This is an optimization exercise on Yosys and OpenROAD, whose aim is small area, not a production implementation.
RTL that was checked went through simulation tests only; none was proved equivalent to the original.

== the reference run ==
## dsp
module dsp(
           rst,
           clk,
           i_enable_tx,
           i_enable_rx,
           i_enable_ber,
           i_phase,
           o_error_count_r,
           o_error_count_i,
           o_bit_count_r,
           o_bit_count_i,
           o_tx,
           o_rx,
           o_led
           );
Settings: LEC_CHECK=0, CAP_MARGIN=20, CORE_MARGIN=2, CORE_UTILIZATION=55, SLEW_MARGIN=20, SYNTH_HIERARCHICAL=1; clock period 8.0 ns.
standard.sh (not shown) runs the stock make flow with config.mk's settings and CLKGATE_MAP_FILE= SYNTH_SCRIPT=/design/flow/synth_recipe.tcl, a recipe that flattens the netlist after the stock synthesis.
==> flow/flow/run.sh <==
#!/bin/bash
# Layout: the standard ORFS flow (standard.sh), with two changes to how
# the layout is built: the clock tree uses sink clusters of up to 30
# flip-flops and no dummy loads, and the port buffers are the smallest
# buffer cell.  Every tool's output stays in orfs/logs; make's own output
# goes to flow_make.log in this folder.
set -euo pipefail
export CTS_ARGS="-sink_clustering_enable -repair_clock_nets -sink_clustering_size 30 -sink_clustering_max_diameter 50 -buf_list {sky130_fd_sc_hd__clkbuf_16 sky130_fd_sc_hd__clkbuf_8} -dont_use_dummy_load"
export BUFFER_PORTS_ARGS="-buffer_cell sky130_fd_sc_hd__buf_1"
bash standard.sh > flow_make.log 2>&1
Input changes introduced in the trial run (baseline for comparison: the reference run):
--- a/flow/flow/run.sh
+++ b/flow/flow/run.sh
@@ -3 +3 @@
-# the layout is built: the clock tree uses sink clusters of up to 30
+# the layout is built: the clock tree uses sink clusters of up to 24
@@ -8 +8 @@
-export CTS_ARGS="-sink_clustering_enable -repair_clock_nets -sink_clustering_size 30 -sink_clustering_max_diameter 50 -buf_list {sky130_fd_sc_hd__clkbuf_16 sky130_fd_sc_hd__clkbuf_8} -dont_use_dummy_load"
+export CTS_ARGS="-sink_clustering_enable -repair_clock_nets -sink_clustering_size 24 -sink_clustering_max_diameter 50 -buf_list {sky130_fd_sc_hd__clkbuf_16 sky130_fd_sc_hd__clkbuf_8} -dont_use_dummy_load"
### Flow results
[compare] base=the reference run new=the trial run: met2 usage level; fraction of the mapped netlist area in simple logic gates essentially unchanged; non-clock buffer area fraction after layout shows no meaningful change; cell area closely matched the old numbers; total of clock buffers placed in the layout saw an increase.
The reference run and the trial run ended up with roughly the same period utilization.
Function was not checked in any run of this note: the RTL went through the layout flow alone.

## north
Another version of the RTL of dsp (not shown whole).
For scale: about 5,800 cells after synthesis, about 300 I/O pins, roughly 91,000 sq um of cells after synthesis.
export LEC_CHECK = 0
export CAP_MARGIN = 20
export CORE_MARGIN = 2
export CORE_UTILIZATION = 55
export SLEW_MARGIN = 20
export SYNTH_HIERARCHICAL = 1
create_clock -name core_clock -period 8.0 [get_ports {clk}]
==> flow/flow/run.sh <==
#!/bin/bash
# Layout: the standard ORFS flow (standard.sh), with two changes to how
# the layout is built: the clock tree uses sink clusters of up to 22
# flip-flops and no dummy loads, and the port buffers are the smallest
# buffer cell.  Every tool's output stays in orfs/logs; make's own output
# goes to flow_make.log in this folder.
set -euo pipefail
export CTS_ARGS="-sink_clustering_enable -repair_clock_nets -sink_clustering_size 22 -sink_clustering_max_diameter 60 -buf_list {sky130_fd_sc_hd__clkbuf_8} -dont_use_dummy_load"
export BUFFER_PORTS_ARGS="-buffer_cell sky130_fd_sc_hd__buf_1"
bash standard.sh > flow_make.log 2>&1
The inputs of south differ from those of north as listed below.
==> flow/flow/run.sh <==
#!/bin/bash
# Layout: the standard ORFS flow (standard.sh), with two changes to how
# the layout is built: the clock tree uses sink clusters of up to 24
# flip-flops and no dummy loads, and the port buffers are the smallest
# buffer cell.  Every tool's output stays in orfs/logs; make's own output
# goes to flow_make.log in this folder.
set -euo pipefail
export CTS_ARGS="-sink_clustering_enable -repair_clock_nets -sink_clustering_size 24 -sink_clustering_max_diameter 50 -buf_list {sky130_fd_sc_hd__clkbuf_16 sky130_fd_sc_hd__clkbuf_8} -dont_use_dummy_load"
export BUFFER_PORTS_ARGS="-buffer_cell sky130_fd_sc_hd__buf_1"
bash standard.sh > flow_make.log 2>&1
Results
- Summary of south over north: wire length the detailed router placed on met1 went down by about 0.35%, global-route usage shows no meaningful change, critical path depth essentially unchanged.

==> static timing again, ports no longer ideal <==
Ports are ideal in the flow. The routed layouts listed here were re-timed in OpenROAD. Step 1: set_driving_cell puts a clkbuf_16 on clk and a buf_2 on each other input, an assumption about the parent block. Step 2, shift: input delay + t, output delay - t, t = (earliest + latest rising clock arrival at the registers) / 2. This alone moves slack from input paths to output paths. a / b / c = ideal ports / drivers / drivers and shift; a / b = the first two.
| run | t, ns | slack for setup (ns) | worst setup path at the end | clock arrival spread, ns |
|---|---|---|---|---|
| the reference run | 0.872 | 0.467 / 0.467 / 0.467 | register to register | 0.119 / 0.119 |
| the trial run | 0.866 | 0.472 / 0.472 / 0.472 | register to register | 0.098 / 0.098 |
| north | 0.991 | 0.323 / 0.323 / 0.323 | register to register | 0.119 / 0.119 |
| south | 0.872 | 0.314 / 0.314 / 0.314 | register to register | 0.116 / 0.116 |
After both steps setup and hold are still met in every run listed.
